This is an optimization exercise on Yosys and OpenROAD, whose aim is small area, a short achievable clock period and few clock cycles, not a production implementation. Where RTL was checked, it was by simulation tests only, not by an equivalence proof against the original. Only the layout flow was run in runs 1, 3 and 6; the RTL was not checked for function there. Power is estimated from default activity; no workload was simulated.

===== flow/flow/run.sh =====
#!/bin/bash
# The standard layout, with plain buffers (sky130_fd_sc_hd__buf_1) on the
# ports in place of the delay cells that buffer_ports picks by default.
# Timing repair aims at 4.0 ns of setup slack up to clock tree synthesis,
# and at 3.3 ns in the repair after global routing.
set -euo pipefail
export BUFFER_PORTS_ARGS="-buffer_cell sky130_fd_sc_hd__buf_1"
SETUP_SLACK_MARGIN=4.0 bash standard.sh cts > standard_make_to_cts.log 2>&1
SETUP_SLACK_MARGIN=3.3 bash standard.sh > standard_make.log 2>&1

===== flow/standard.sh =====
#!/bin/bash
# synth_recipe.tcl (not shown) runs the flow's synth.tcl, then flattens the netlist and writes it again
# the make line also repeats each setting of config.mk as NAME=value (left out here)
make -C /OpenROAD-flow-scripts/flow DESIGN_CONFIG=/design/flow/config.mk WORK_HOME=/design/flow/orfs CLKGATE_MAP_FILE= SYNTH_SCRIPT=/design/flow/synth_recipe.tcl "${@:-finish}"

===== flow/config.mk =====
export PLATFORM = sky130hd
export DESIGN_NAME = fpu
export DESIGN_NICKNAME = fpu
export VERILOG_FILES = /design/flow/design.v
export SDC_FILE = /design/flow/constraint.sdc
export NUM_CORES = 4
export LEC_CHECK = 0
export ABC_AREA = 1
export CAP_MARGIN = 20
export CORE_MARGIN = 2
export CORE_UTILIZATION = 45
export GPL_TIMING_DRIVEN = 0
export SLEW_MARGIN = 20

===== flow/constraint.sdc =====
create_clock -name core_clock -period 10.0 [get_ports {clk}]
set_input_delay 2.0000 -clock core_clock [delete_from_list [all_inputs] [get_ports {clk}]]
set_output_delay 2.0000 -clock core_clock [all_outputs]
set_load 0.01 [all_outputs]

===== flow/design.v =====
module fpu(
    input  logic [31:0] op_A_in,
    input  logic [31:0] op_B_in,
    input  logic clk,
    input  logic reset,
    input  logic start,
    output logic [31:0] data_out,
    output logic [3:0]  status_out,
    output logic done
);
    logic [7:0]  ea, eb, e_l, gt, eq;
    logic [8:0]  d_ab;
    logic [4:0]  sh;
    logic        a_ge_e, e_eq, fa_lt, a_big, s_l, eff_sub, swap_f, big;
    logic [25:0] m_a, m_b, m_l, m_s, m_s_sh, lost_mask;
    logic        sticky;
    logic [26:0] x, y, g, p, gg, pp, sum;
    always_comb begin
        ea   = op_A_in[30:23];
        eb   = op_B_in[30:23];
        m_a  = {|ea, op_A_in[22:0], 2'b00};
        m_b  = {|eb, op_B_in[22:0], 2'b00};
        d_ab = {1'b0, ea} - {1'b0, eb};
        gt = ea & ~eb;
        eq = ~(ea ^ eb);
        for (int l = 0; l < 3; l++)
            for (int i = 0; i < 8; i += 2 << l) begin
                gt[i] = gt[i + (1 << l)] | (eq[i + (1 << l)] & gt[i]);
                eq[i] = eq[i + (1 << l)] & eq[i];
            end
        a_ge_e = gt[0] | eq[0];
        e_eq   = eq[0];
        fa_lt  = op_A_in[22:0] < op_B_in[22:0];
        e_l  = a_ge_e ? ea  : eb;
        m_l  = a_ge_e ? m_a : m_b;
        m_s  = a_ge_e ? m_b : m_a;
        sh   = a_ge_e ? d_ab[4:0] : eb[4:0] - ea[4:0];
        a_big = e_eq ? ~fa_lt : a_ge_e;
        s_l   = a_big ? op_A_in[31] : op_B_in[31];
        eff_sub = op_A_in[31] ^ op_B_in[31];
        swap_f  = eff_sub & e_eq & fa_lt;
        big       = d_ab[8] ? (d_ab[7:0] <= 8'd231) : (d_ab[7:0] >= 8'd25);
        m_s_sh    = big ? 26'd0 : (m_s >> sh);
        lost_mask = big ? 26'h3ffffff : ~(26'h3ffffff << sh);
        sticky    = |(m_s & lost_mask);
        x = {1'b0, m_l} ^ {27{eff_sub}};
        y = {1'b0, m_s_sh};
        g = x & y;
        p = x ^ y;
        gg = g;
        pp = p;
        gg[0] = g[0] | (p[0] & swap_f);
        for (int l = 0; l < 5; l++)
            for (int i = 26; i >= (1 << l); i--) begin
                gg[i] = gg[i] | (pp[i] & gg[i - (1 << l)]);
                pp[i] = pp[i] & pp[i - (1 << l)];
            end
        sum = (p ^ {27{eff_sub & ~swap_f}}) ^ {gg[25:0], swap_f};
    end
    logic [26:0] r;
    logic [7:0]  e_q;
    logic        s_q, sticky_q;
    always_ff @(posedge clk) begin
        r        <= sum;
        e_q      <= e_l;
        s_q      <= s_l;
        sticky_q <= sticky;
    end
    always_ff @(posedge clk or negedge reset) begin
        if (!reset) done <= 1'b0;
        else        done <= start;
    end
    logic        zero, left, c_out, uf, ovf;
    logic [25:0] w, n0, n1, n2, n3, n4, keep;
    logic [23:0] ca;
    logic [22:0] inc, f_out;
    logic [4:0]  k;
    logic [7:0]  e_p1, e_p2, e_nr, e_left, e_out;
    always_comb begin
        zero = ~|r;
        left = ~r[26] & ~r[25];
        w  = r[26] ? r[26:1] : r[25:0];
        ca = w[25:2];
        for (int l = 0; l < 5; l++)
            for (int i = 0; i < 24; i++)
                if (i[l]) ca[i] = ca[i] & ca[((i >> (l + 1)) << (l + 1)) + (1 << l) - 1];
        inc   = w[24:2] ^ ({ca[21:0], 1'b1} & {23{w[0]}});
        c_out = w[0] & ca[23];
        e_p1  = e_q + 8'd1;
        e_p2  = e_q + 8'd2;
        e_nr  = (r[26] & c_out) ? e_p2 : (r[26] | c_out) ? e_p1 : e_q;
        k[4] = ~|r[25:10]; n1 = k[4] ? {r[9:0], 16'd0} : r[25:0];
        k[3] = ~|n1[25:18]; n2 = k[3] ? {n1[17:0], 8'd0} : n1;
        k[2] = ~|n2[25:22]; n3 = k[2] ? {n2[21:0], 4'd0} : n2;
        k[1] = ~|n3[25:24]; n4 = k[1] ? {n3[23:0], 2'd0} : n3;
        k[0] = ~n4[25];     n0 = k[0] ? {n4[24:0], 1'd0} : n4;
        e_left = e_q - {3'd0, k};
        keep = ~(26'h3ffffff >> e_q);
        uf   = ~r[26] & ~|(r[25:0] & keep);
        ovf  = (&e_q) | (~left & ((e_q == 8'd254 & (r[26] | c_out)) | (e_q == 8'd253 & r[26] & c_out)));
        e_out = left ? e_left : e_nr;
        f_out = left ? n0[24:2] : inc;
        if (zero) begin
            data_out = 32'd0;                   status_out = 4'b0001;
        end else if (ovf) begin
            data_out = {s_q, 8'hFF, 23'd0};     status_out = 4'b0100;
        end else if (uf) begin
            data_out = 32'd0;                   status_out = 4'b1000;
        end else begin
            data_out = {s_q, e_out, f_out};
            status_out = (w[0] && !left) || sticky_q ? 4'b0010 : 4'b0001;
        end
    end
endmodule

==> results of run 1 <==
-- through the flow --
step,total power [W],instances,instance area (sq um),util
finish,0.00264,2321,11800,0.546
global route,0.00288,2321,11800,0.546
CTS,0.00258,2321,11800,0.545
detailed placement,0.00212,2242,10600,0.489
global placement,0.00212,2242,10600,0.489
floorplan,0.00159,1859,9880,-
-- worst paths after layout --
check,from,to,slack (ns),depth (start not counted)
max,r[16],data_out[22],3.76,30
max in group asynchronous,reset,done,8.45,1
min in group core_clock,start,done,1.81,1
min,reset,done,1.45,1
-- synth_stat cells (3+ instances only) --
master / count / share of area
sky130_fd_sc_hd__o211ai_1: 6 / 0.0046
sky130_fd_sc_hd__nand2_2: 7 / 0.0044
sky130_fd_sc_hd__nor2_2: 6 / 0.0038
sky130_fd_sc_hd__clkinv_1: 3 / 0.0011
sky130_fd_sc_hd__and2_1: 4 / 0.0025
sky130_fd_sc_hd__o21a_1: 10 / 0.0076
sky130_fd_sc_hd__buf_2: 20 / 0.010
sky130_fd_sc_hd__nor4_1: 7 / 0.0044
sky130_fd_sc_hd__clkbuf_1: 36 / 0.014
sky130_fd_sc_hd__o31ai_1: 4 / 0.0030
sky130_fd_sc_hd__o22ai_1: 5 / 0.0032
sky130_fd_sc_hd__o21ai_1: 17 / 0.0086
sky130_fd_sc_hd__o21ai_0: 177 / 0.090
sky130_fd_sc_hd__a21oi_1: 102 / 0.052
sky130_fd_sc_hd__a211oi_1: 4 / 0.0030
sky130_fd_sc_hd__nor3_1: 14 / 0.0071
sky130_fd_sc_hd__or2_2: 6 / 0.0038
sky130_fd_sc_hd__xnor2_1: 24 / 0.021
sky130_fd_sc_hd__nand2_1: 544 / 0.21
sky130_fd_sc_hd__buf_4: 7 / 0.0053
sky130_fd_sc_hd__nor2_4: 4 / 0.0046
sky130_fd_sc_hd__a31oi_1: 6 / 0.0038
sky130_fd_sc_hd__o221ai_1: 3 / 0.0027
sky130_fd_sc_hd__nand4_1: 15 / 0.0095
sky130_fd_sc_hd__inv_1: 233 / 0.089
sky130_fd_sc_hd__a21o_1: 4 / 0.0030
sky130_fd_sc_hd__buf_6: 4 / 0.0046
sky130_fd_sc_hd__dfxtp_1: 37 / 0.075
sky130_fd_sc_hd__nand3_1: 210 / 0.11
sky130_fd_sc_hd__o21bai_1: 10 / 0.0076
sky130_fd_sc_hd__nor2_1: 157 / 0.060
sky130_fd_sc_hd__xor2_1: 63 / 0.056
sky130_fd_sc_hd__inv_2: 4 / 0.0015
sky130_fd_sc_hd__buf_1: 9 / 0.0034
sky130_fd_sc_hd__fa_1: 3 / 0.0061
sky130_fd_sc_hd__ha_1: 71 / 0.090
-- report_power, final --
| group | internal [W] | switching (W) |
|---|---|---|
| clock network | 0.000143 | 0.0000697 |
| registers | 0.000221 | 0.0000618 |
| logic | 0.000762 | 0.00138 |
| total | 0.00113 | 0.00152 |
-- flip-flops by register name (all words and copies together) (netlist names) --
| signal | count |
|---|---|
| done | 1 |
| e_q | 8 |
| r | 27 |
| s_q | 1 |
| sticky_q | 1 |
-- area by class of cell --
| cell class | instances | area [sq um] |
|---|---|---|
| buffer | 77 | 428 |
| timing repair buffer | 174 | 965 |
| sequential | 38 | 801 |
| multi-input combinational | 1503 | 8180 |
| clock buffer | 5 | 125 |
| fill | 2367 | 9850 |
| clock inverter | 3 | 68.8 |
| inverter | 241 | 913 |
| tap | 280 | 350 |
-- what timing repair did --
| action | 4_1_cts | 5_1_grt |
|---|---|---|
| pin swaps | 44 | 0 |
| setup endpoints to repair | 31 | 1 |
| cloned | 1 | 0 |
| buffers inserted | 70 | 0 |
| gates resized for setup | 185 | 2 |
-- logic make-up after synthesis --
group                      share of synthesized area
AOI/OAI and AO/OA                              0.195
xor gates and xnor gates                      0.0771
adders and majority gates                     0.0960
buffers and inverters                          0.129
DFF                                           0.0775
and+or+nand+nor                                0.424
-- metal layers --
| layer | GRT usage | vias to the layer above | share of wire |
|---|---|---|---|
| li1 | - | 6408 | - |
| met1 | 0.445 | 5875 | 0.44 |
| met2 | 0.582 | 520 | 0.46 |
| met3 | 0.0301 | 92 | 0.065 |
| met4 | 0.0921 | 0 | 0.031 |
| met5 | 0 | - | 0 |
==> impl_results.rst, run 1 <==
.. list-table::
   :header-rows: 1

   * - Metric
     - Value
   * - Largest net degree at the start of global routing
     - 14
   * - Detailed-placement wirelength estimate
     - 32400 um
   * - CP startpoint kind
     - register
   * - Largest vdd supply drop
     - 108 uV
   * - Syn avg cell area
     - 5.31 sq um
   * - Number of DRC markers after the initial detailed-route iteration
     - 1329
   * - Drt total wl
     - 40100 um
   * - Post-synth ARST share
     - 0.0263
   * - Deepest level of the CTS H-tree
     - 2
   * - Detailed-router iteration count before antenna repair
     - 6
   * - Antenna fix cells
     - 0
   * - Ports placed on the boundary
     - 104
   * - Cell class contributing the biggest share of worst-path delay
     - buffers and inverters
   * - Per-cell via count in the routed design
     - 5.56
   * - Min Tclk post-route
     - 6.24 ns
   * - Post-route setup TNS
     - 0 ns
   * - DP Worst Slack
     - 2.68 ns
   * - Area Growth Syn to Fin
     - 19.8%
   * - Final-stage net count
     - 2181
   * - Global placement routability congestion
     - 0.996
   * - Number of instances in the synthesized netlist
     - 1859
   * - Nets in the synthesized netlist
     - 2000
   * - Max-cap violations
     - 0
   * - Leakage power
     - 6.08 nW
   * - Buffer depth of the longest clock path
     - 2
   * - Power per cell area
     - 223 mW/mm^2
   * - RSZ-0062 raised after global routing
     - no
   * - Number of synthesized register bits
     - 38
   * - Slew @ Worst Pin
     - 0.836 ns
   * - Number of hold-repair buffers added at the cts stage
     - 0
   * - CTS tree
     - done
   * - Antenna violations before repair
     - 0
   * - Number of rows in the core area
     - 54
   * - Proportion of synthesized chip area in sequential cells
     - 0.0775
   * - Effective utilization at floorplan
     - 0.455
   * - Crit Path Class
     - register to output port
   * - Aggregate global routing overflow
     - 0
   * - Vias in the first global route
     - 11900
   * - Most frequent cells in the layout
     - 527 x sky130_fd_sc_hd__nand2_1, 230 x sky130_fd_sc_hd__inv_1, 202 x sky130_fd_sc_hd__nand3_1
   * - Worst Setup End Kind
     - output port
   * - DRC viols
     - 0
   * - DR vias
     - 12900
   * - Yosys warnings
     - 1
   * - Clock Tree Root
     - sky130_fd_sc_hd__clkbuf_16
   * - Most used cell, CP
     - sky130_fd_sc_hd__buf_4
   * - Final setup violating endpoints
     - 0
   * - Area of the mapped netlist
     - 0.00988 sq mm
   * - Tcrit/Tclk final
     - 0.624
   * - Number of enable flip-flop cells after synthesis
     - 0
   * - Global-route wire length before repair
     - 63300 um
   * - IO buf count
     - 103
   * - Hold slack
     - 1.45 ns
   * - Fmax
     - 0.160 GHz
   * - Number of distinct library cells after synthesis
     - 53
   * - Max-Slew Margin vs Limit
     - 0.441
   * - Most frequent standard cell in the layout excluding fill and tap cells
     - sky130_fd_sc_hd__nand2_1
   * - Arrival time reported for the critical path endpoint
     - 4.24 ns
   * - Post-route ant nets
     - 0
   * - Tightest Hold Check Type
     - input pin to asynchronous set/reset pin
   * - Worst-path clk slew
     - 0.06 ns
   * - Status
     - no timing/DRC/antenna violations
   * - Required time of the worst setup path
     - 8.00 ns
   * - Vertical extent of the die
     - 152 um
   * - Clock Sinks
     - 38
   * - Buf+Inv Stages, Crit Path
     - 18
   * - Most used flip-flop cell after synthesis
     - sky130_fd_sc_hd__dfxtp_1
   * - Area of the die
     - 0.0232 sq mm
   * - Cts bufs inserted
     - 5
   * - Total Routing Usage GR
     - 0.336
   * - PnR worst setup slack
     - 3.76 ns
   * - Layout cell share with drive strength beyond 1
     - 0.122
   * - Die Width
     - 152 um
   * - CP peak stage delay
     - 0.35 ns
   * - Area of the core region
     - 0.0217 sq mm
   * - Cell with the largest stage delay on the worst path
     - sky130_fd_sc_hd__dfxtp_4
   * - Count of pins over their slew limit
     - 0
   * - Count of endpoints failing hold in the final timing report
     - 0
   * - Wire per inst
     - 17.3 um
   * - Largest fanout on the critical path
     - 7
==> run 2, diff against run 1 <==
--- a/flow/design.v
+++ b/flow/design.v
@@ -52,5 +52,10 @@
         gg[0] = g[0] | (p[0] & swap_f);
         for (int l = 0; l < 5; l++)
-            for (int i = 26; i >= (1 << l); i--) begin
+            for (int i = (2 << l) - 1; i < 27; i += (2 << l)) begin
+                gg[i] = gg[i] | (pp[i] & gg[i - (1 << l)]);
+                pp[i] = pp[i] & pp[i - (1 << l)];
+            end
+        for (int l = 3; l >= 0; l--)
+            for (int i = (3 << l) - 1; i < 27; i += (2 << l)) begin
                 gg[i] = gg[i] | (pp[i] & gg[i - (1 << l)]);
                 pp[i] = pp[i] & pp[i - (1 << l)];
==> run 2 against run 1 <==
Against the previous run: clock power decreased by 4%; largest power group unchanged; synthesized cell count decreased by 5.6%; routed wire length decreased by 16%; fmax increased by 2.3%; power decreased by 9.1%; sequential power increased by 7%; largest cell class unchanged.
==> impl_results.rst, run 2 <==
.. list-table::
   :header-rows: 1

   * - Metric
     - Value
   * - Busiest layer in global routing
     - met2
   * - Leading post-synthesis cells by instance count
     - 507 x sky130_fd_sc_hd__nand2_1, 238 x sky130_fd_sc_hd__inv_1, 183 x sky130_fd_sc_hd__o21ai_0, 160 x sky130_fd_sc_hd__nand3_1, 152 x sky130_fd_sc_hd__nor2_1
   * - Antenna fix cells
     - 0 (unchanged)
   * - Number of distinct library cells after synthesis
     - 56 (+5.7%)
   * - Biggest regs
     - r (27), e_q (8)
   * - Die Width
     - 149 um (-2.2%)
   * - Met2 usage in global routing
     - 0.541 (-0.0419)
   * - Nets in the synthesized netlist
     - 1895 (-5.3%)
   * - Antenna violations before repair
     - 0 (unchanged)
   * - Detailed-router iteration count before antenna repair
     - 5 (-1)
   * - Drt total wl
     - 33500 um (-16%)
   * - Yosys warnings
     - 1 (unchanged)
   * - Number of enable flip-flop cells after synthesis
     - 0 (unchanged)
   * - Tightest Hold Check Type
     - input pin to asynchronous set/reset pin
   * - DR vias
     - 11500 (-11%)
   * - Final setup violating endpoints
     - 0 (unchanged)
   * - Number of hold-repair buffers added at the cts stage
     - 0 (unchanged)
   * - Leakage power
     - 5.74 nW (-5.6%)
   * - Syn avg cell area
     - 5.38 sq um (+1.3%)
   * - Per-cell via count in the routed design
     - 5.31 (-4.3%)
   * - Effective utilization at floorplan
     - 0.462 (+0.00681)
   * - Required time of the worst setup path
     - 10.17 ns (+2.17 ns)
   * - RSZ-0062 raised after global routing
     - no
   * - Worst Setup End Kind
     - register
   * - Post-route setup TNS
     - 0 ns (unchanged)
   * - Number of rows in the core area
     - 52 (-3.7%)
   * - Detailed-placement wirelength estimate
     - 27600 um (-15%)
   * - Area fraction of the dominant cell type after synthesis
     - 0.202 (-0.00520)
   * - Number of DRC markers after the initial detailed-route iteration
     - 745 (-44%)
   * - Post-synth ARST share
     - 0.0263 (unchanged)
   * - Layout cell share with drive strength beyond 1
     - 0.123 (+0.00116)
   * - Cell with the largest stage delay on the worst path
     - sky130_fd_sc_hd__ha_1
   * - Min Tclk post-route
     - 6.10 ns (-0.141 ns)
   * - CTS tree
     - done
   * - DRC viols
     - 0 (unchanged)
   * - Met1 GRT Util
     - 0.372 (-0.0739)
   * - IO buf count
     - 103 (unchanged)
   * - Area of the die
     - 0.0222 sq mm (-4.3%)
   * - Area of the core region
     - 0.0204 sq mm (-5.8%)
   * - Clock Sinks
     - 38 (unchanged)
   * - Cts bufs inserted
     - 5 (unchanged)
   * - Most flop-heavy register
     - r
   * - Post-Place Cells
     - 2127 (-5.1%)
   * - Final-stage net count
     - 2040 (-6.5%)
   * - Wire per inst
     - 15.4 um (-11%)
   * - Largest vdd supply drop
     - 83.1 uV (-23%)
   * - Area Growth Syn to Fin
     - 18.6%
   * - Slew @ Worst Pin
     - 0.776 ns (-0.0600 ns)
   * - Vias in the first global route
     - 10500 (-12%)
   * - Max-Slew Margin vs Limit
     - 0.483 (+0.0420)
   * - Most frequent standard cell in the layout excluding fill and tap cells
     - sky130_fd_sc_hd__nand2_1
   * - Arrival time reported for the critical path endpoint
     - 6.27 ns (+2.03 ns)
   * - Buffer depth of the longest clock path
     - 2 (unchanged)
   * - Met3 Usage GRT
     - 0.0119 (-0.0182)
   * - Crit Path Class
     - input pin to register
   * - Proportion of synthesized chip area in sequential cells
     - 0.0811 (+0.00356)
   * - Ports placed on the boundary
     - 104 (unchanged)
   * - Deepest level of the CTS H-tree
     - 2 (unchanged)
   * - Clock Tree Root
     - sky130_fd_sc_hd__clkbuf_16
   * - Global-route wire length before repair
     - 53200 um (-16%)
   * - Tcrit/Tclk final
     - 0.610 (-0.0141)
   * - Count of endpoints failing hold in the final timing report
     - 0 (unchanged)
   * - CP startpoint kind
     - input pin
   * - Max FFs per register
     - 27 (unchanged)
   * - Max-cap violations
     - 0 (unchanged)
   * - Vertical extent of the die
     - 149 um (-2.2%)
   * - Count of pins over their slew limit
     - 0 (unchanged)
   * - Total Routing Usage GR
     - 0.298 (-0.0379)
   * - Count leader, synth
     - sky130_fd_sc_hd__nand2_1
   * - Largest net degree at the start of global routing
     - 13 (-1)
   * - Worst-path clk slew
     - 0.05 ns (about the same)
   * - Status
     - no timing/DRC/antenna violations
   * - CP peak stage delay
     - 0.35 ns (about the same)
   * - Largest fanout on the critical path
     - 10 (+3)
   * - Count of fill cells added during filler insertion
     - 2243 (-5.2%)
   * - Post-route ant nets
     - 0 (unchanged)
   * - Most used flip-flop cell after synthesis
     - sky130_fd_sc_hd__dfxtp_1
   * - Most used cell, CP
     - sky130_fd_sc_hd__nand2_1
   * - Cell Area, Placed
     - 0.0102 sq mm (-4.1%)
   * - Aggregate global routing overflow
     - 0 (unchanged)
   * - Dominant cell type by area after synthesis
     - sky130_fd_sc_hd__nand2_1
   * - Fin cells
     - 2170 (-6.5%)
   * - Number of synthesized register bits
     - 38 (unchanged)
   * - Global placement routability congestion
     - 0.969 (-2.7%)
   * - Final Cell Area
     - 0.0112 sq mm (-5.4%)
   * - Largest cells by area after synthesis
     - sky130_fd_sc_hd__nand2_1 20%, sky130_fd_sc_hd__o21ai_0 9.7%, sky130_fd_sc_hd__inv_1 9.5%
   * - Fmax
     - 0.164 GHz (+2.3%)
   * - Power per cell area
     - 214 mW/mm^2 (-4.0%)
   * - Number of instances in the synthesized netlist
     - 1754 (-5.6%)
   * - Area of the mapped netlist
     - 0.00944 sq mm (-4.4%)
   * - Most frequent cells in the layout
     - 492 x sky130_fd_sc_hd__nand2_1, 230 x sky130_fd_sc_hd__inv_1, 156 x sky130_fd_sc_hd__nand3_1
-- run 2: changes by cell type after synthesis, moves of 6 or more --
cell                      delta
sky130_fd_sc_hd__mux2i_1     +7
sky130_fd_sc_hd__o21ai_0     +6
sky130_fd_sc_hd__inv_2       +6
sky130_fd_sc_hd__nand3_1    -50
sky130_fd_sc_hd__xor2_1      +7
sky130_fd_sc_hd__nand2_1    -37
sky130_fd_sc_hd__a21oi_1    -16
-- run 2: final cells by class --
cell class	instances	area, sq um	share of cell area
Multi-Input combinational cell	1392	7760	0.693
Inverter	248	946	0.0845
Sequential cell	38	787	0.0703
Timing Repair Buffer	137	687	0.0613
Buffer	77	483	0.0431
Tap cell	270	338	0.0302
Clock buffer	6	139	0.0124
Clock inverter	2	60.1	0.00536
-- run 2: kinds of logic (layout without fill, tap and decap cells) --
family / count (synthesis) / in the layout / synth area share
AO/OA/AOI/OAI: 337 / 337 / 0.194
XOR/XNOR: 89 / 89 / 0.0825
adder cells (fa/ha/maj): 74 / 74 / 0.100
buffers and inverters: 325 / 470 / 0.138
flip-flops: 38 / 38 / 0.0811
multiplexers: 7 / 7 / 0.00742
AND/OR/NAND/NOR: 884 / 885 / 0.396
-- run 2: metrics by stage --
stage	hold slack (ns)	utilization	total power (W)	worst slack [ns]
2_1_floorplan	1.70	-	0.00153	4.01
3_3_place_gp	1.76	0.498	0.00199	2.57
3_5_place_dp	1.77	0.498	0.00199	2.55
4_1_cts	1.46	0.548	0.00237	4.00
5_1_grt	1.47	0.548	0.00263	3.48
6_report	1.47	0.548	0.00240	3.90
-- run 2: what timing repair did --
action	CTS	global route
setup endpoints to repair	32	0
gates resized for setup	208	0
setup buffers	33	0
-- run 2: path summary, 6_finish.rpt --
path | startpoint | endpoint | slack, ns | depth (start not counted)
max in group asynchronous | reset | done | 8.43 | 1
max | op_A_in[24] | r[26] | 3.90 | 32
min in group core_clock | start | done | 1.82 | 1
min | reset | done | 1.47 | 1
-- run 2: where the power goes --
part / total (W) / switching, W / internal [W]
combinational: 0.00190 / 0.00122 / 0.000672
sequential: 0.000302 / 0.0000853 / 0.000216
clock: 0.000205 / 0.0000552 / 0.000149
total: 0.00240 / 0.00136 / 0.00104
-- run 2: critical path: cells and delay by family --
family	cells	cell delay (ns)
adder cells (fa/ha/maj)	2	0.68
buffers and inverters	8	1.19
AO/OA/AOI/OAI	9	1.34
AND/OR/NAND/NOR	13	1.07
-- run 2: per-layer routing --
metal | vias to the layer above | wire length (um)
met5 | - | 0
met4 | 0 | 1320
met3 | 89 | 1430
met2 | 398 | 16200
met1 | 5086 | 14600
li1 | 5960 | -
Testbench counts of run 2, summed over its fixed seeds: cycles 3,200.
==> run 3, diff against run 2 <==
--- a/flow/design.v
+++ b/flow/design.v
@@ -81,5 +81,5 @@
     logic [22:0] inc, f_out;
     logic [4:0]  k;
-    logic [7:0]  e_p1, e_p2, e_nr, e_left, e_out;
+    logic [7:0]  e_p1, e_p2, e_nr, e_left, e_out, e4, e3, e2, e1;
     always_comb begin
         zero = ~|r;
@@ -96,9 +96,13 @@
         e_nr  = (r[26] & c_out) ? e_p2 : (r[26] | c_out) ? e_p1 : e_q;
         k[4] = ~|r[25:10]; n1 = k[4] ? {r[9:0], 16'd0} : r[25:0];
+        e4 = k[4] ? e_q - 8'd16 : e_q;
         k[3] = ~|n1[25:18]; n2 = k[3] ? {n1[17:0], 8'd0} : n1;
+        e3 = k[3] ? e4 - 8'd8 : e4;
         k[2] = ~|n2[25:22]; n3 = k[2] ? {n2[21:0], 4'd0} : n2;
+        e2 = k[2] ? e3 - 8'd4 : e3;
         k[1] = ~|n3[25:24]; n4 = k[1] ? {n3[23:0], 2'd0} : n3;
+        e1 = k[1] ? e2 - 8'd2 : e2;
         k[0] = ~n4[25];     n0 = k[0] ? {n4[24:0], 1'd0} : n4;
-        e_left = e_q - {3'd0, k};
+        e_left = k[0] ? e1 - 8'd1 : e1;
         keep = ~(26'h3ffffff >> e_q);
         uf   = ~r[26] & ~|(r[25:0] & keep);
==> run 3 against run 2 <==
Against the previous run: flip-flop and latch count stayed put; critical path depth stayed put; still clean on timing, DRC and antenna; combinational power is 16% higher; area after synthesis is 1.6% higher; critical path type unchanged; clock-buffer cell count is 1 lower; cell area is 1.7% higher; non-clock buffer count is 3 higher; utilization is 0.49 points lower; clock power is 26% lower; largest power group unchanged; global-route usage is 3.0 points higher; power is 11% higher; sequential share of layout area is 0.30 points lower.
==> impl_results.rst, run 3 <==
.. list-table::
   :header-rows: 1

   * - Metric
     - Value
   * - Cell class contributing the biggest share of worst-path delay
     - simple AND/OR/NAND/NOR gates
   * - Post-synth ARST share
     - 0.0263 (unchanged)
   * - Drt total wl
     - 37200 um (+11%)
   * - Leading post-synthesis cells by instance count
     - 469 x sky130_fd_sc_hd__nand2_1, 220 x sky130_fd_sc_hd__o21ai_0, 204 x sky130_fd_sc_hd__inv_1, 151 x sky130_fd_sc_hd__nor2_1, 99 x sky130_fd_sc_hd__a21oi_1
   * - Yosys warnings
     - 1 (unchanged)
   * - Largest cells by area after synthesis
     - sky130_fd_sc_hd__nand2_1 18%, sky130_fd_sc_hd__o21ai_0 11%, sky130_fd_sc_hd__ha_1 9.4%
   * - Count leader, synth
     - sky130_fd_sc_hd__nand2_1
   * - Area fraction of the dominant cell type after synthesis
     - 0.183 (-0.0181)
   * - Arrival time reported for the critical path endpoint
     - 6.38 ns (+0.11 ns)
   * - Detailed-placement wirelength estimate
     - 30800 um (+12%)
   * - DRC viols
     - 0 (unchanged)
   * - CTS tree
     - done
   * - Area Growth Syn to Fin
     - 18.6% (about the same)
   * - Area of the die
     - 0.0225 sq mm (+1.6%)
   * - Wire per inst
     - 17.3 um (+12%)
   * - Number of DRC markers after the initial detailed-route iteration
     - 868 (+17%)
   * - Worst-path clk slew
     - 0.06 ns (about the same)
   * - Last element of the critical path
     - r[26]
   * - Vertical extent of the die
     - 150 um (+0.79%)
   * - Most used flip-flop cell after synthesis
     - sky130_fd_sc_hd__dfxtp_1
   * - Dominant cell type by area after synthesis
     - sky130_fd_sc_hd__nand2_1
   * - Required time of the worst setup path
     - 10.16 ns (about the same)
   * - Largest vdd supply drop
     - 73.9 uV (-11%)
   * - Number of distinct library cells after synthesis
     - 60 (+7.1%)
   * - Proportion of synthesized chip area in sequential cells
     - 0.0798 (-0.00130)
   * - Post-route ant nets
     - 0 (unchanged)
   * - Largest fanout on the critical path
     - 8 (-2)
   * - Max-cap violations
     - 0 (unchanged)
   * - Syn avg cell area
     - 5.55 sq um (+3.1%)
   * - Max FFs per register
     - 27 (unchanged)
   * - IO buf count
     - 103 (unchanged)
   * - Layout cell share with drive strength beyond 1
     - 0.138 (+0.0148)
   * - Total Routing Usage GR
     - 0.328 (+0.0301)
   * - Reported net switching power
     - 0.00160 W (+17%)
   * - Post-route setup TNS
     - 0 ns (unchanged)
   * - CP peak stage delay
     - 0.36 ns (about the same)
   * - Number of hold-repair buffers added at the cts stage
     - 0 (unchanged)
   * - Buffer depth of the longest clock path
     - 2 (unchanged)
   * - Slew @ Worst Pin
     - 0.789 ns (+0.0137 ns)
   * - Cell with the largest stage delay on the worst path
     - sky130_fd_sc_hd__o21ai_0
   * - RSZ-0062 raised after global routing
     - no
   * - Worst Setup End Kind
     - register
   * - Detailed-router iteration count before antenna repair
     - 5 (unchanged)
   * - Buf+Inv Stages, Crit Path
     - 5 (-3)
   * - Power share of the combinational group
     - 0.827 (+0.038)
   * - Total internal power
     - 0.00107 W (+2.6%)
   * - Deepest level of the CTS H-tree
     - 2 (unchanged)
   * - Antenna fix cells
     - 0 (unchanged)
   * - Largest net degree at the start of global routing
     - 14 (+1)
   * - Crit Path Class
     - input pin to register
   * - Biggest regs
     - r (27), e_q (8)
   * - Clock Tree Root
     - sky130_fd_sc_hd__clkbuf_16
   * - Count of pins over their slew limit
     - 0 (unchanged)
   * - Max-Slew Margin vs Limit
     - 0.474 (-0.00911)
   * - Clock Sinks
     - 38 (unchanged)
   * - Fin cells
     - 2153 (-0.78%)
   * - Post-Place Cells
     - 2107 (-0.94%)
   * - Number of enable flip-flop cells after synthesis
     - 0 (unchanged)
   * - Final setup violating endpoints
     - 0 (unchanged)
   * - Power per cell area
     - 234 mW/mm^2 (+9.0%)
   * - Nets in the synthesized netlist
     - 1870 (-1.3%)
   * - Worst setup path startpoint
     - op_B_in[30]
   * - Crit. path cell count
     - 32 (unchanged)
   * - DR vias
     - 11800 (+2.5%)
   * - Tcrit/Tclk final
     - 0.622 (+0.0124)
   * - Die Width
     - 150 um (+0.79%)
   * - Fraction of power spent switching nets
     - 0.600 (+0.0321)
   * - Cts bufs inserted
     - 5 (unchanged)
   * - Global-route wire length before repair
     - 58300 um (+9.5%)
   * - Status
     - no timing/DRC/antenna violations
   * - Antenna violations before repair
     - 0 (unchanged)
   * - Most flop-heavy register
     - r
   * - Ports placed on the boundary
     - 104 (unchanged)
   * - Final-stage net count
     - 2018 (-1.1%)
   * - Aggregate global routing overflow
     - 0 (unchanged)
   * - Area of the core region
     - 0.0210 sq mm (+2.6%)
   * - Number of instances in the synthesized netlist
     - 1729 (-1.4%)
   * - Power share of the clock group
     - 0.057 (-0.028)
   * - Global placement routability congestion
     - 0.996 (+2.8%)
   * - Effective utilization at floorplan
     - 0.458 (-0.00425)
   * - Fmax
     - 0.161 GHz (-2.0%)
   * - Area of the mapped netlist
     - 0.00960 sq mm (+1.6%)
   * - Most used cell, CP
     - sky130_fd_sc_hd__nand2_1
   * - Number of rows in the core area
     - 53 (+1.9%)
   * - Sequential share of power
     - 0.116 (-0.010)
   * - Most frequent cells in the layout
     - 451 x sky130_fd_sc_hd__nand2_1, 192 x sky130_fd_sc_hd__inv_1, 158 x sky130_fd_sc_hd__o21ai_0
   * - Most frequent standard cell in the layout excluding fill and tap cells
     - sky130_fd_sc_hd__nand2_1
   * - Vias in the first global route
     - 11100 (+6.0%)
   * - Min Tclk post-route
     - 6.22 ns (+0.124 ns)
   * - Count of endpoints failing hold in the final timing report
     - 0 (unchanged)
   * - Number of synthesized register bits
     - 38 (unchanged)
   * - Per-cell via count in the routed design
     - 5.49 (+3.4%)
   * - CP startpoint kind
     - input pin
   * - Tightest Hold Check Type
     - input pin to asynchronous set/reset pin
   * - Leakage power
     - 5.45 nW (-5.0%)
[run 3: cell types whose count changed after synthesis, sizes merged, moves of 7 or more]
cell	change
nor2	+12
a31oi	+18
nand2	-29
a211oi	+19
a21oi	+12
buf	-8
nand3	-84
xor2	+17
inv	-35
clkbuf	+7
o21ai	+39
[run 3: layout make-up]
cell class | count | area (sq um)
Tap cell | 275 | 344
Clock buffer | 5 | 125
Inverter | 215 | 818
Sequential cell | 38 | 766
Clock inverter | 3 | 21.3
Multi-Input combinational cell | 1400 | 8120
Timing Repair Buffer | 141 | 712
Buffer | 76 | 483
Fill cell | 2325 | 9570
[run 3: power by group through the flow]
stage,Combinational (W),Clock (W),Sequential (W)
floorplan,0.00149,0,0.000263
global placement,0.00202,0,0.000312
detailed placement,0.00203,0,0.000312
CTS,0.00217,0.000154,0.000308
global route,0.00244,0.000158,0.000315
finish,0.00220,0.000151,0.000309
[run 3: metrics by stage]
step                cell area, sq um  power, W  setup WS (ns)  utilization  hold WS (ns)
finish                         11400   0.00266           3.78        0.543          1.47
global route                   11400   0.00292           3.39        0.543          1.46
CTS                            11400   0.00263           3.94        0.543          1.46
detailed placement             10400   0.00234           2.16        0.494          1.76
global placement               10400   0.00233           2.17        0.494          1.76
floorplan                       9630   0.00175           4.01            -          1.70
[run 3: worst min-delay path by stage]
stage / end / slack (ns) / cells after the start
after floorplan: done / 1.70 / 0
after global placement: done / 1.76 / 1
after detailed placement: done / 1.76 / 1
after CTS: done / 1.46 / 1
after global routing: done / 1.46 / 1
final: done / 1.47 / 1
[run 3: logic make-up after synthesis]
| family | after synthesis | share of synthesized area |
|---|---|---|
| DFF | 38 | 0.0798 |
| AOI/OAI and AO/OA | 433 | 0.254 |
| buffers and inverters | 291 | 0.120 |
| xor gates and xnor gates | 106 | 0.0967 |
| muxes | 6 | 0.00665 |
| and+or+nand+nor | 781 | 0.345 |
| adders and majority gates | 74 | 0.0980 |
[run 3: routing by layer]
metal / part of all wire / up-vias / wire, um / global-route usage
met5: 0 / - / 0 / 0
li1: - / 5997 / - / -
met4: 0.055 / 0 / 2050 / 0.172
met3: 0.054 / 98 / 2020 / 0.0159
met1: 0.41 / 5276 / 15100 / 0.393
met2: 0.48 / 455 / 18000 / 0.589
[run 3: timing repair]
item / 4_1_cts / 5_1_grt
resized for setup: 214 / 0
buffers inserted: 36 / 0
endpoints found under the setup margin: 47 / 0
==> run 4, diff against run 3 <==
--- a/flow/design.v
+++ b/flow/design.v
@@ -81,5 +81,5 @@
     logic [22:0] inc, f_out;
     logic [4:0]  k;
-    logic [7:0]  e_p1, e_p2, e_nr, e_left, e_out, e4, e3, e2, e1;
+    logic [7:0]  e_p1, e_p2, e_nr, e_left, e_out;
     always_comb begin
         zero = ~|r;
@@ -96,13 +96,9 @@
         e_nr  = (r[26] & c_out) ? e_p2 : (r[26] | c_out) ? e_p1 : e_q;
         k[4] = ~|r[25:10]; n1 = k[4] ? {r[9:0], 16'd0} : r[25:0];
-        e4 = k[4] ? e_q - 8'd16 : e_q;
         k[3] = ~|n1[25:18]; n2 = k[3] ? {n1[17:0], 8'd0} : n1;
-        e3 = k[3] ? e4 - 8'd8 : e4;
         k[2] = ~|n2[25:22]; n3 = k[2] ? {n2[21:0], 4'd0} : n2;
-        e2 = k[2] ? e3 - 8'd4 : e3;
         k[1] = ~|n3[25:24]; n4 = k[1] ? {n3[23:0], 2'd0} : n3;
-        e1 = k[1] ? e2 - 8'd2 : e2;
         k[0] = ~n4[25];     n0 = k[0] ? {n4[24:0], 1'd0} : n4;
-        e_left = k[0] ? e1 - 8'd1 : e1;
+        e_left = e_q - {3'd0, k};
         keep = ~(26'h3ffffff >> e_q);
         uf   = ~r[26] & ~|(r[25:0] & keep);
==> flow/flow/run.sh (replaced) <==
#!/bin/bash
# The standard layout, with plain buffers (sky130_fd_sc_hd__buf_1) on the
# ports in place of the delay cells that buffer_ports picks by default.
# Timing repair aims at 4.4 ns of setup slack up to clock tree synthesis,
# and at 3.6 ns in the repair after global routing.
set -euo pipefail
export BUFFER_PORTS_ARGS="-buffer_cell sky130_fd_sc_hd__buf_1"
SETUP_SLACK_MARGIN=4.4 bash standard.sh cts > standard_make_to_cts.log 2>&1
SETUP_SLACK_MARGIN=3.6 bash standard.sh > standard_make.log 2>&1
==> run 4 against run 3 <==
Against the previous run: cell count rose by 3.2%; setup slack improved by 0.18 ns; clock-buffer cell count unchanged; global-route usage is 1.0 points lower; highest routed layer unchanged; sequential power is 3% lower; cell area up 6.0%; utilization rose by 4.7 points.
==> impl_results.rst, run 4 <==
.. list-table::
   :header-rows: 1

   * - Metric
     - Value
   * - Status
     - no timing/DRC/antenna violations
   * - Number of synthesized register bits
     - 38 (unchanged)
   * - CP peak stage delay
     - 0.40 ns (+0.04 ns)
   * - Number of rows in the core area
     - 52 (-1.9%)
   * - Area fraction of the dominant cell type after synthesis
     - 0.202 (+0.0181)
   * - Yosys warnings
     - 1 (unchanged)
   * - Largest cells by area after synthesis
     - sky130_fd_sc_hd__nand2_1 20%, sky130_fd_sc_hd__o21ai_0 9.7%, sky130_fd_sc_hd__inv_1 9.5%
   * - IO buf count
     - 103 (unchanged)
   * - Cts bufs inserted
     - 5 (unchanged)
   * - Area of the mapped netlist
     - 0.00944 sq mm (-1.6%)
   * - Leading post-synthesis cells by instance count
     - 507 x sky130_fd_sc_hd__nand2_1, 238 x sky130_fd_sc_hd__inv_1, 183 x sky130_fd_sc_hd__o21ai_0, 160 x sky130_fd_sc_hd__nand3_1, 152 x sky130_fd_sc_hd__nor2_1
   * - Met2 usage in global routing
     - 0.572 (-0.0168)
   * - Dominant cell type by area after synthesis
     - sky130_fd_sc_hd__nand2_1
   * - Nets in the synthesized netlist
     - 1895 (+1.3%)
   * - Post-route setup TNS
     - 0 ns (unchanged)
   * - Biggest regs
     - r (27), e_q (8)
   * - Cell with the largest stage delay on the worst path
     - sky130_fd_sc_hd__dfxtp_2
   * - DP Worst Slack
     - 2.98 ns (+0.825 ns)
   * - Worst Setup End Kind
     - output port
   * - Post-synth ARST share
     - 0.0263 (unchanged)
   * - Clock Tree Root
     - sky130_fd_sc_hd__clkbuf_16
   * - Die Width
     - 149 um (-0.78%)
   * - Antenna violations before repair
     - 1 (+1)
   * - Most used flip-flop cell after synthesis
     - sky130_fd_sc_hd__dfxtp_1
   * - Total internal power
     - 0.00114 W (+7.2%)
   * - Vertical extent of the die
     - 149 um (-0.78%)
   * - Clock Sinks
     - 38 (unchanged)
   * - Vias in the first global route
     - 11100 (-0.14%)
   * - Ports placed on the boundary
     - 104 (unchanged)
   * - Number of DRC markers after the initial detailed-route iteration
     - 774 (-11%)
   * - DRC viols
     - 0 (unchanged)
   * - Power per cell area
     - 214 mW/mm^2 (-8.6%)
   * - Final Cell Area
     - 0.0121 sq mm (+6.0%)
   * - Effective utilization at floorplan
     - 0.462 (+0.00425)
   * - Leakage power
     - 6.12 nW (+12%)
   * - Total Routing Usage GR
     - 0.317 (-0.0104)
   * - Area of the core region
     - 0.0204 sq mm (-2.5%)
   * - Area Growth Syn to Fin
     - 27.8%
   * - Proportion of synthesized chip area in sequential cells
     - 0.0811 (+0.00130)
   * - Fmax
     - 0.165 GHz (+3.0%)
   * - Post-route ant nets
     - 0 (unchanged)
   * - Cell Area, Placed
     - 0.0103 sq mm (-0.25%)
   * - Hold slack
     - 1.47 ns (+0.00211 ns)
   * - Required time of the worst setup path
     - 8.00 ns (-2.16 ns)
   * - Min Tclk post-route
     - 6.04 ns (-0.181 ns)
   * - Slew @ Worst Pin
     - 0.755 ns (-0.0343 ns)
   * - Detailed-router iteration count before antenna repair
     - 5 (unchanged)
   * - Sequential share of power
     - 0.117 (about the same)
   * - Detailed-placement wirelength estimate
     - 28000 um (-9.3%)
   * - Layout cell share with drive strength beyond 1
     - 0.183 (+0.0451)
   * - Deepest level of the CTS H-tree
     - 2 (unchanged)
   * - CTS tree
     - done
   * - Arrival time reported for the critical path endpoint
     - 4.04 ns (-2.34 ns)
   * - Syn avg cell area
     - 5.38 sq um (-3.0%)
   * - PnR worst setup slack
     - 3.96 ns (+0.181 ns)
   * - Per-cell via count in the routed design
     - 5.30 (-3.5%)
   * - Largest vdd supply drop
     - 84.2 uV (+14%)
   * - Aggregate global routing overflow
     - 0 (unchanged)
   * - Worst-path clk slew
     - 0.06 ns (about the same)
   * - RSZ-0062 raised after global routing
     - no
   * - Buffer depth of the longest clock path
     - 2 (unchanged)
   * - Final setup violating endpoints
     - 0 (unchanged)
   * - Max-Slew Margin vs Limit
     - 0.497 (+0.0229)
   * - Wire per inst
     - 15.9 um (-7.8%)
   * - Number of enable flip-flop cells after synthesis
     - 0 (unchanged)
   * - Count of fill cells added during filler insertion
     - 2142 (-7.9%)
   * - Largest net degree at the start of global routing
     - 14 (unchanged)
   * - DR vias
     - 11800 (-0.41%)
   * - Met1 GRT Util
     - 0.387 (-0.00607)
   * - Number of distinct library cells after synthesis
     - 56 (-6.7%)
   * - Fraction of power spent switching nets
     - 0.557 (-0.0428)
   * - Power share of the clock group
     - 0.078 (+0.021)
   * - Number of instances in the synthesized netlist
     - 1754 (+1.4%)
   * - Global placement routability congestion
     - 0.991 (-0.48%)
   * - Global-route wire length before repair
     - 56500 um (-3.1%)
   * - Most frequent cells in the layout
     - 473 x sky130_fd_sc_hd__nand2_1, 224 x sky130_fd_sc_hd__inv_1, 154 x sky130_fd_sc_hd__nand3_1
   * - Max-cap violations
     - 0 (unchanged)
   * - Tightest Hold Check Type
     - input pin to asynchronous set/reset pin
   * - Most flop-heavy register
     - r
   * - Largest fanout on the critical path
     - 5 (-3)
   * - Count leader, synth
     - sky130_fd_sc_hd__nand2_1
   * - Antenna fix cells
     - 0 (unchanged)
   * - Crit Path Class
     - register to output port
   * - Most used cell, CP
     - sky130_fd_sc_hd__nand2_1
   * - Count of endpoints failing hold in the final timing report
     - 0 (unchanged)
   * - Final-stage net count
     - 2091 (+3.6%)
   * - CP startpoint kind
     - register
   * - Most frequent standard cell in the layout excluding fill and tap cells
     - sky130_fd_sc_hd__nand2_1
   * - Drt total wl
     - 35300 um (-4.9%)
   * - Met3 Usage GRT
     - 0.0165 (+0.000660)
   * - Max FFs per register
     - 27 (unchanged)
   * - Tcrit/Tclk final
     - 0.604 (-0.0181)
   * - Post-Route Utilization
     - 0.591 (+0.0473)
   * - Count of pins over their slew limit
     - 0 (unchanged)
   * - Area of the die
     - 0.0222 sq mm (-1.6%)
   * - Power share of the combinational group
     - 0.806 (-0.021)
   * - Busiest layer in global routing
     - met2
   * - Number of hold-repair buffers added at the cts stage
     - 0 (unchanged)
   * - Reported net switching power
     - 0.00144 W (-10%)
run 4: layout make-up:
| type | count | area (sq um) | share of cell area |
|---|---|---|---|
| sequential | 38 | 802 | 0.0665 |
| multi-input combinational | 1392 | 8070 | 0.669 |
| buffer | 77 | 548 | 0.0454 |
| tap | 270 | 338 | 0.0280 |
| inverter | 248 | 958 | 0.0794 |
| clock buffer | 5 | 125 | 0.0104 |
| timing repair buffer | 188 | 1150 | 0.0957 |
| clock inverter | 3 | 68.8 | 0.00570 |
run 4: metrics by stage:
stage          cells  total power, W
3_3_place_gp    2127         0.00201
5_1_grt         2221         0.00282
2_1_floorplan   1754         0.00154
6_report        2221         0.00258
3_5_place_dp    2127         0.00202
4_1_cts         2221         0.00254
run 4: metal layers:
metal / routed length (um) / share of wire / vias to the layer above
li1: - / - / 6064
met1: 14900 / 0.42 / 5179
met2: 17000 / 0.48 / 424
met3: 1600 / 0.045 / 111
met4: 1840 / 0.052 / 0
met5: 0 / 0 / -
run 4: cells by family after synthesis:
group,Yosys count,synth area share
and+or+nand+nor,884,0.396
AOI/OAI and AO/OA,337,0.194
buffers and inverters,325,0.138
xor gates and xnor gates,89,0.0825
adders and majority gates,74,0.100
DFF,38,0.0811
muxes,7,0.00742
run 4: path summary, 6_finish.rpt:
path / from / to
hold / removal: reset / done
max in group asynchronous: reset / done
min in group core_clock: start / done
setup / recovery: r[18] / data_out[30]
run 4: what timing repair did:
item / CTS / global route
gates resized for setup: 290 / 0
hold endpoints to repair: 0 / 0
endpoints found under the setup margin: 34 / 0
setup buffers: 82 / 0
run 4: power by group through the flow:
stage          combinational, W  clock (W)  sequential, W
2_1_floorplan           0.00129          0       0.000251
3_3_place_gp            0.00172          0       0.000295
3_5_place_dp            0.00172          0       0.000294
4_1_cts                 0.00203   0.000205       0.000298
5_1_grt                 0.00231   0.000210       0.000303
6_report                0.00208   0.000201       0.000301
run 4: worst max-delay path: cells and delay by family (launching register included):
family / cells / cell delay (ns)
buf+inv: 4 / 0.44
flops: 1 / 0.40
fa+ha+maj: 1 / 0.27
xor+xnor: 1 / 0.15
compound gates: 3 / 0.48
simple gates: 21 / 1.99
Testbench counts of run 4, summed over its fixed seeds: cycles 3,200.
==> run 5, diff against run 4 <==
==> flow/flow/run.sh (replaced) <==
#!/bin/bash
# The standard layout, with plain buffers (sky130_fd_sc_hd__buf_1) on the
# ports in place of the delay cells that buffer_ports picks by default.
# Timing repair aims at 3.6 ns of setup slack up to clock tree synthesis,
# and at 3.0 ns in the repair after global routing.
set -euo pipefail
export BUFFER_PORTS_ARGS="-buffer_cell sky130_fd_sc_hd__buf_1"
SETUP_SLACK_MARGIN=3.6 bash standard.sh cts > standard_make_to_cts.log 2>&1
SETUP_SLACK_MARGIN=3.0 bash standard.sh > standard_make.log 2>&1
==> run 5 against run 4 <==
Against the previous run: power down 12%; utilization down 7.1 points; die area unchanged; synthesized cell count unchanged; setup slack worse by 0.42 ns; highest routed layer unchanged.
==> impl_results.rst, run 5 <==
.. list-table::
   :header-rows: 1

   * - Metric
     - Value
   * - Antenna fix cells
     - 0 (unchanged)
   * - Count leader, synth
     - sky130_fd_sc_hd__nand2_1
   * - Tightest Hold Check Type
     - input pin to asynchronous set/reset pin
   * - Slew @ Worst Pin
     - 0.765 ns (+0.0101 ns)
   * - Wire per inst
     - 15.4 um (-3.3%)
   * - Leading post-synthesis cells by instance count
     - 507 x sky130_fd_sc_hd__nand2_1, 238 x sky130_fd_sc_hd__inv_1, 183 x sky130_fd_sc_hd__o21ai_0, 160 x sky130_fd_sc_hd__nand3_1, 152 x sky130_fd_sc_hd__nor2_1
   * - Cts bufs inserted
     - 5 (unchanged)
   * - Count of pins over their slew limit
     - 0 (unchanged)
   * - Most frequent standard cell in the layout excluding fill and tap cells
     - sky130_fd_sc_hd__nand2_1
   * - CTS tree
     - done
   * - Number of DRC markers after the initial detailed-route iteration
     - 877 (+13%)
   * - Area of the mapped netlist
     - 0.00944 sq mm (unchanged)
   * - Max-Slew Margin vs Limit
     - 0.490 (-0.00672)
   * - Global-route wire length before repair
     - 52200 um (-7.5%)
   * - Per-cell via count in the routed design
     - 5.31 (+0.21%)
   * - Die Width
     - 149 um (unchanged)
   * - Most used flip-flop cell after synthesis
     - sky130_fd_sc_hd__dfxtp_1
   * - Required time of the worst setup path
     - 8.00 ns (about the same)
   * - CP peak stage delay
     - 0.43 ns (+0.03 ns)
   * - DRC viols
     - 0 (unchanged)
   * - Number of instances in the synthesized netlist
     - 1754 (unchanged)
   * - Final-stage net count
     - 2010 (-3.9%)
   * - Leakage power
     - 5.48 nW (-11%)
   * - Number of enable flip-flop cells after synthesis
     - 0 (unchanged)
   * - Cell with the largest stage delay on the worst path
     - sky130_fd_sc_hd__fa_1
   * - Drt total wl
     - 32900 um (-6.9%)
   * - Proportion of synthesized chip area in sequential cells
     - 0.0811 (unchanged)
   * - Max FFs per register
     - 27 (unchanged)
   * - Min Tclk post-route
     - 6.46 ns (+0.417 ns)
   * - Nets in the synthesized netlist
     - 1895 (unchanged)
   * - Largest fanout on the critical path
     - 10 (+5)
   * - Total internal power
     - 0.000960 W (-16%)
   * - Biggest regs
     - r (27), e_q (8)
   * - Ports placed on the boundary
     - 104 (unchanged)
   * - Post-layout total power
     - 0.00227 W (-12%)
   * - Area fraction of the dominant cell type after synthesis
     - 0.202 (unchanged)
   * - Post-route setup TNS
     - 0 ns (unchanged)
   * - Total Routing Usage GR
     - 0.292 (-0.0254)
   * - Detailed-placement wirelength estimate
     - 27900 um (-0.28%)
   * - Fraction of power spent switching nets
     - 0.577 (+0.0203)
   * - Number of distinct library cells after synthesis
     - 56 (unchanged)
   * - Crit Path Class
     - register to output port
   * - Largest net degree at the start of global routing
     - 13 (-1)
   * - Power share of the combinational group
     - 0.779 (-0.027)
   * - Tcrit/Tclk final
     - 0.646 (+0.0417)
   * - Cell Area, Placed
     - 0.0102 sq mm (-1.6%)
   * - Most flop-heavy register
     - r
   * - Post-synth ARST share
     - 0.0263 (unchanged)
   * - Max-cap violations
     - 0 (unchanged)
   * - Post-route ant nets
     - 0 (unchanged)
   * - Aggregate global routing overflow
     - 0 (unchanged)
   * - Dominant cell type by area after synthesis
     - sky130_fd_sc_hd__nand2_1
   * - Syn avg cell area
     - 5.38 sq um (unchanged)
   * - Vertical extent of the die
     - 149 um (unchanged)
   * - Sequential share of power
     - 0.130 (+0.013)
   * - DR vias
     - 11400 (-3.4%)
   * - Clock Sinks
     - 38 (unchanged)
   * - Antenna violations before repair
     - 0 (-1)
   * - Area of the core region
     - 0.0204 sq mm (unchanged)
   * - Deepest level of the CTS H-tree
     - 2 (unchanged)
   * - Number of synthesized register bits
     - 38 (unchanged)
   * - Worst-path clk slew
     - 0.05 ns (about the same)
   * - Reported net switching power
     - 0.00131 W (-8.7%)
   * - DP Worst Slack
     - 2.39 ns (-0.591 ns)
   * - Fmax
     - 0.155 GHz (-6.4%)
   * - Area of the die
     - 0.0222 sq mm (unchanged)
   * - Detailed-router iteration count before antenna repair
     - 5 (unchanged)
   * - Power per cell area
     - 214 mW/mm^2 (+0.14%)
   * - Vias in the first global route
     - 10400 (-6.8%)
   * - Count of endpoints failing hold in the final timing report
     - 0 (unchanged)
   * - Most frequent cells in the layout
     - 499 x sky130_fd_sc_hd__nand2_1, 236 x sky130_fd_sc_hd__inv_1, 160 x sky130_fd_sc_hd__nand3_1
   * - Count of fill cells added during filler insertion
     - 2306 (+7.7%)
   * - IO buf count
     - 103 (unchanged)
   * - Largest cells by area after synthesis
     - sky130_fd_sc_hd__nand2_1 20%, sky130_fd_sc_hd__o21ai_0 9.7%, sky130_fd_sc_hd__inv_1 9.5%
   * - Worst Setup End Kind
     - output port
   * - Global placement routability congestion
     - 0.994 (+0.28%)
   * - Area Growth Syn to Fin
     - 12.3%
   * - Buffer depth of the longest clock path
     - 2 (unchanged)
   * - Number of rows in the core area
     - 52 (unchanged)
   * - Status
     - no timing/DRC/antenna violations
   * - Final setup violating endpoints
     - 0 (unchanged)
   * - Power share of the clock group
     - 0.090 (+0.012)
   * - RSZ-0062 raised after global routing
     - no
   * - Effective utilization at floorplan
     - 0.462 (unchanged)
   * - Largest vdd supply drop
     - 74.5 uV (-12%)
   * - Post-Route Utilization
     - 0.519 (-0.0712)
   * - CP startpoint kind
     - register
   * - Final Cell Area
     - 0.0106 sq mm (-12%)
   * - Clock Tree Root
     - sky130_fd_sc_hd__clkbuf_16
   * - Yosys warnings
     - 1 (unchanged)
   * - PnR worst setup slack
     - 3.54 ns (-0.417 ns)
   * - Layout cell share with drive strength beyond 1
     - 0.0754 (-0.108)
   * - Arrival time reported for the critical path endpoint
     - 4.46 ns (+0.42 ns)
[run 5: routing by layer]
layer / up-vias / global-route usage / wire [um]
met2: 400 / 0.522 / 15600
li1: 5894 / - / -
met1: 4991 / 0.362 / 14200
met4: 0 / 0.127 / 1500
met3: 87 / 0.0177 / 1660
met5: - / 0 / 0
[run 5: power by group through the flow]
stage	Combinational [W]	Sequential (W)	Clock (W)
5_1_grt	0.00199	0.000298	0.000218
6_report	0.00177	0.000296	0.000205
2_1_floorplan	0.00127	0.000251	0
3_3_place_gp	0.00170	0.000292	0
4_1_cts	0.00175	0.000293	0.000210
3_5_place_dp	0.00171	0.000291	0
[run 5: repair_timing]
action | CTS | global route
setup endpoints to repair | 24 | 1
pin swaps | 4 | 0
hold buffers | 0 | 0
gates resized for setup | 91 | 1
setup buffers | 5 | 0
endpoints found under the hold margin | 0 | 0
[run 5: path summary, 6_finish.rpt]
| path | from | endpoint | depth (start not counted) |
|---|---|---|---|
| max | r[23] | data_out[29] | 29 |
| min | reset | done | 1 |
| max in group asynchronous | reset | done | 1 |
| min in group core_clock | start | done | 1 |
[run 5: cells by family after synthesis]
family | share of synthesized area
simple gates | 0.396
compound gates | 0.194
buf+inv | 0.138
xor+xnor | 0.0825
fa+ha+maj | 0.100
flops | 0.0811
mux | 0.00742
[run 5: cell type report]
| class | count | area [sq um] | area share |
|---|---|---|---|
| repair buffers | 108 | 429 | 0.0404 |
| well taps | 270 | 338 | 0.0318 |
| clock inverters | 2 | 60.1 | 0.00566 |
| multi-input cells | 1391 | 7520 | 0.709 |
| flip-flops and latches | 38 | 774 | 0.0730 |
| plain buffers | 77 | 412 | 0.0388 |
| inverters | 248 | 937 | 0.0883 |
| clock buffers | 6 | 139 | 0.0131 |
[run 5: metrics by stage]
| step | cells | hold slack, ns |
|---|---|---|
| after floorplan | 1754 | 1.70 |
| after global placement | 2127 | 1.76 |
| after detailed placement | 2127 | 1.76 |
| after CTS | 2140 | 1.47 |
| after global routing | 2140 | 1.47 |
| final | 2140 | 1.47 |
[run 5: worst max-delay path: cells and delay by family, from the launching register on]
| kind | cells | cell delay [ns] |
|---|---|---|
| compound gates | 3 | 0.57 |
| fa+ha+maj | 2 | 0.57 |
| simple gates | 16 | 1.73 |
| flops | 1 | 0.42 |
| buf+inv | 8 | 0.88 |
==> run 6, diff against run 5 <==
--- a/flow/design.v
+++ b/flow/design.v
@@ -77,5 +77,6 @@
     end
     logic        zero, left, c_out, uf, ovf;
-    logic [25:0] w, n0, n1, n2, n3, n4, keep;
+    logic [25:0] w, n0, n1, n2, n3, n4;
+    logic        uf_le, uf_eq;
     logic [23:0] ca;
     logic [22:0] inc, f_out;
@@ -101,6 +102,11 @@
         k[0] = ~n4[25];     n0 = k[0] ? {n4[24:0], 1'd0} : n4;
         e_left = e_q - {3'd0, k};
-        keep = ~(26'h3ffffff >> e_q);
-        uf   = ~r[26] & ~|(r[25:0] & keep);
+        uf_le = 1'b0;
+        uf_eq = ~|e_q[7:5];
+        for (int i = 4; i >= 0; i--) begin
+            uf_le = uf_le | (uf_eq & ~e_q[i] & k[i]);
+            uf_eq = uf_eq & ~(e_q[i] ^ k[i]);
+        end
+        uf   = ~r[26] & (uf_le | uf_eq);
         ovf  = (&e_q) | (~left & ((e_q == 8'd254 & (r[26] | c_out)) | (e_q == 8'd253 & r[26] & c_out)));
         e_out = left ? e_left : e_nr;
==> run 6 against run 5 <==
Against the previous run: still clean; die area fell by 3.1%; sequential power fell by 5%; setup slack got worse by 0.053 ns; critical endpoint is now r[26].
==> impl_results.rst, run 6 <==
.. list-table::
   :header-rows: 1

   * - Metric
     - Value
   * - Status
     - no timing/DRC/antenna violations
   * - Tcrit/Tclk final
     - 0.651 (+0.00533)
   * - Total Routing Usage GR
     - 0.314 (+0.0218)
   * - Min Tclk post-route
     - 6.51 ns (+0.0533 ns)
   * - Detailed-router iteration count before antenna repair
     - 6 (+1)
   * - Syn avg cell area
     - 5.42 sq um (+0.75%)
   * - Antenna fix cells
     - 0 (unchanged)
   * - Max FFs per register
     - 27 (unchanged)
   * - Proportion of synthesized chip area in sequential cells
     - 0.0837 (+0.00264)
   * - Final setup violating endpoints
     - 0 (unchanged)
   * - Hold slack
     - 1.47 ns (-0.00102 ns)
   * - Detailed-placement wirelength estimate
     - 28700 um (+2.8%)
   * - Effective utilization at floorplan
     - 0.455 (-0.00733)
   * - Required time of the worst setup path
     - 10.17 ns (+2.17 ns)
   * - Post-route ant nets
     - 0 (unchanged)
   * - Power per cell area
     - 242 mW/mm^2 (+13%)
   * - Ports placed on the boundary
     - 104 (unchanged)
   * - Post-synth ARST share
     - 0.0263 (unchanged)
   * - Cell with the largest stage delay on the worst path
     - sky130_fd_sc_hd__ha_1
   * - Deepest level of the CTS H-tree
     - 2 (unchanged)
   * - Number of instances in the synthesized netlist
     - 1686 (-3.9%)
   * - Crit Path Class
     - input pin to register
   * - DR vias
     - 11000 (-2.8%)
   * - Layout cell share with drive strength beyond 1
     - 0.0870 (+0.0116)
   * - Dominant cell type by area after synthesis
     - sky130_fd_sc_hd__nand2_1
   * - Count of pins over their slew limit
     - 0 (unchanged)
   * - Post-synthesis compound-gate area fraction
     - 0.197 (+0.00330)
   * - Slew @ Worst Pin
     - 0.835 ns (+0.0702 ns)
   * - Post-synthesis simple-gate area fraction
     - 0.398 (+0.00183)
   * - Cts bufs inserted
     - 5 (unchanged)
   * - Antenna violations before repair
     - 0 (unchanged)
   * - Dominant combinational cell family by area after synthesis
     - simple AND/OR/NAND/NOR gates
   * - Mux share of post-synthesis cell area
     - 0.00328 (-0.00414)
   * - Most used cell, CP
     - sky130_fd_sc_hd__nand2_1
   * - Drt total wl
     - 33800 um (+2.7%)
   * - Number of hold-repair buffers added at the cts stage
     - 0 (unchanged)
   * - CP startpoint kind
     - input pin
   * - Aggregate global routing overflow
     - 0 (unchanged)
   * - Number of DRC markers after the initial detailed-route iteration
     - 718 (-18%)
   * - Die Width
     - 147 um (-1.5%)
   * - Most used flip-flop cell after synthesis
     - sky130_fd_sc_hd__dfxtp_1
   * - Area of the die
     - 0.0215 sq mm (-3.1%)
   * - Most frequent cells in the layout
     - 482 x sky130_fd_sc_hd__nand2_1, 188 x sky130_fd_sc_hd__inv_1, 161 x sky130_fd_sc_hd__o21ai_0
   * - Area Growth Syn to Fin
     - 13.0%
   * - Max-Slew Margin vs Limit
     - 0.443 (-0.0468)
   * - Largest vdd supply drop
     - 84.6 uV (+14%)
   * - Post-synthesis share of cell area spent on full adders, half adders and majority gates
     - 0.104 (+0.00327)
   * - Final-stage net count
     - 1945 (-3.2%)
   * - Number of rows in the core area
     - 52 (unchanged)
   * - Post-route setup TNS
     - 0 ns (unchanged)
   * - Post-Route Utilization
     - 0.514 (-0.00535)
   * - Global placement routability congestion
     - 0.966 (-2.9%)
   * - Xor and xnor area share after synthesis
     - 0.0900 (+0.00748)
   * - Number of synthesized register bits
     - 38 (unchanged)
   * - Leakage power
     - 5.29 nW (-3.4%)
   * - Fmax
     - 0.154 GHz (-0.82%)
   * - Area of the core region
     - 0.0201 sq mm (-1.6%)
   * - DP Worst Slack
     - 2.10 ns (-0.294 ns)
   * - Area fraction of the dominant cell type after synthesis
     - 0.202 (+0.000405)
   * - Wire per inst
     - 16.3 um (+5.9%)
   * - Most flop-heavy register
     - r
   * - Area of the mapped netlist
     - 0.00915 sq mm (-3.2%)
   * - CTS tree
     - done
   * - Worst-path clk slew
     - 0.06 ns (about the same)
   * - Vias in the first global route
     - 10600 (+2.2%)
   * - Per-cell via count in the routed design
     - 5.32 (+0.20%)
   * - Max-cap violations
     - 0 (unchanged)
   * - Number of enable flip-flop cells after synthesis
     - 0 (unchanged)
   * - Biggest regs
     - r (27), e_q (8)
   * - DRC viols
     - 0 (unchanged)
   * - Clock Sinks
     - 38 (unchanged)
   * - Largest fanout on the critical path
     - 10 (unchanged)
   * - Global-route wire length before repair
     - 54200 um (+3.8%)
   * - Buffer depth of the longest clock path
     - 2 (unchanged)
   * - Vertical extent of the die
     - 147 um (-1.5%)
   * - Largest net degree at the start of global routing
     - 14 (+1)
   * - IO buf count
     - 103 (unchanged)
   * - Yosys warnings
     - 1 (unchanged)
   * - Count leader, synth
     - sky130_fd_sc_hd__nand2_1
   * - Clock Tree Root
     - sky130_fd_sc_hd__clkbuf_16
   * - RSZ-0062 raised after global routing
     - no
   * - Most frequent standard cell in the layout excluding fill and tap cells
     - sky130_fd_sc_hd__nand2_1
   * - PnR worst setup slack
     - 3.49 ns (-0.0533 ns)
   * - Nets in the synthesized netlist
     - 1827 (-3.6%)
   * - Tightest Hold Check Type
     - input pin to asynchronous set/reset pin
   * - Leading post-synthesis cells by instance count
     - 492 x sky130_fd_sc_hd__nand2_1, 194 x sky130_fd_sc_hd__o21ai_0, 192 x sky130_fd_sc_hd__inv_1, 145 x sky130_fd_sc_hd__nor2_1, 137 x sky130_fd_sc_hd__nand3_1
   * - Arrival time reported for the critical path endpoint
     - 6.68 ns (+2.22 ns)
   * - Worst Setup End Kind
     - register
   * - Largest cells by area after synthesis
     - sky130_fd_sc_hd__nand2_1 20%, sky130_fd_sc_hd__o21ai_0 11%, sky130_fd_sc_hd__ha_1 9.7%
   * - Count of endpoints failing hold in the final timing report
     - 0 (unchanged)
   * - Number of distinct library cells after synthesis
     - 51 (-8.9%)
   * - CP peak stage delay
     - 0.29 ns (-0.14 ns)
   * - Count of fill cells added during filler insertion
     - 2316 (+0.43%)
==> run 6: cell types whose count changed in the layout (fill, tap and decap cells not counted), moves of 6 or more <==
cell | previous run | this run
sky130_fd_sc_hd__nand3_1 | 160 | 135
sky130_fd_sc_hd__nor3_1 | 9 | 18
sky130_fd_sc_hd__nand2_1 | 499 | 482
sky130_fd_sc_hd__nand2_2 | 12 | 18
sky130_fd_sc_hd__inv_2 | 10 | 18
sky130_fd_sc_hd__clkbuf_2 | 4 | 11
sky130_fd_sc_hd__xor2_1 | 70 | 80
sky130_fd_sc_hd__o21ai_2 | 8 | 14
sky130_fd_sc_hd__o211ai_1 | 9 | 3
sky130_fd_sc_hd__inv_1 | 236 | 188
==> run 6: layer usage <==
layer,GRT usage,share of wire,vias to the layer above
li1,-,-,5700
met3,0.0203,0.042,79
met1,0.375,0.42,4906
met5,0,0,-
met4,0.167,0.058,0
met2,0.563,0.48,364
==> run 6: timing repair <==
action | 4_1_cts | 5_1_grt
setup endpoints to repair | 49 | 1
buffers inserted | 8 | 0
pin swaps | 13 | 0
gates resized for setup | 119 | 1
==> run 6: worst max-delay path, delay by kind of cell <==
kind	cells	cell delay (ns)
simple gates	27	2.47
buf+inv	7	0.85
compound gates	7	0.84
fa+ha+maj	2	0.49
==> run 6: path summary, 6_finish.rpt <==
path                          to  depth (start not counted)         from
min in group core_clock     done                          1        start
max in group asynchronous   done                          1        reset
hold / removal              done                          1        reset
setup / recovery           r[26]                         43  op_A_in[26]
==> run 6: metrics by stage <==
step                      cells  instance area (sq um)  total power, W
after detailed placement   2059                   9870         0.00225
after CTS                  2075                  10300         0.00248
after global placement     2059                   9870         0.00225
final                      2075                  10300         0.00250
after floorplan            1686                   9150         0.00170
after global routing       2075                  10300         0.00277
==> run 6: power breakdown <==
| group | total (W) | switching (W) | internal [W] | leakage [nW] |
|---|---|---|---|---|
| Clock | 0.000151 | 0.0000589 | 0.0000920 | 0.0698 |
| Sequential | 0.000282 | 0.0000637 | 0.000218 | 0.323 |
| Combinational | 0.00207 | 0.00138 | 0.000688 | 4.90 |
==> run 6: final cells by class <==
| class | count | area [sq um] | share of cell area |
|---|---|---|---|
| clock buffers | 5 | 125 | 0.0121 |
| repair buffers | 111 | 452 | 0.0437 |
| flip-flops and latches | 38 | 769 | 0.0745 |
| plain buffers | 77 | 412 | 0.0398 |
| inverters | 210 | 790 | 0.0764 |
| multi-input cells | 1361 | 7430 | 0.719 |
| well taps | 270 | 338 | 0.0327 |
| clock inverters | 3 | 21.3 | 0.00206 |
==> run 6: kinds of logic after synthesis <==
family	count (synthesis)
simple gates	856
buf+inv	287
compound gates	334
fa+ha+maj	74
flops	38
xor+xnor	94
mux	3

-- static timing again, ports no longer ideal --
The flow's constraints put no driver on any port. The routed layouts listed below were extracted and timed again, unchanged, in two steps.
Step 1 sets driving cells, clkbuf_16 on the clock port and buf_2 on the other inputs (assumed; they add their load-dependent delay and slew).
Step 2 times the ports against the registers' clock, not the clock port: input delays grow and output delays shrink by t, the midpoint of the rising clock arrivals with the driver on.
a / b / c = no drivers / after step 1 / after step 2; a / b = the first two.
run	shift t [ns]	setup WS [ns]
run 1	0.342	3.759 / 3.713 / 3.501
run 2	0.309	3.900 / 3.882 / 3.601
run 3	0.310	3.775 / 3.788 / 3.478
run 4	0.313	3.956 / 3.919 / 3.714
run 5	0.309	3.540 / 3.505 / 3.291
run 6	0.318	3.486 / 3.493 / 3.185
After both steps setup and hold are still met in every run listed.
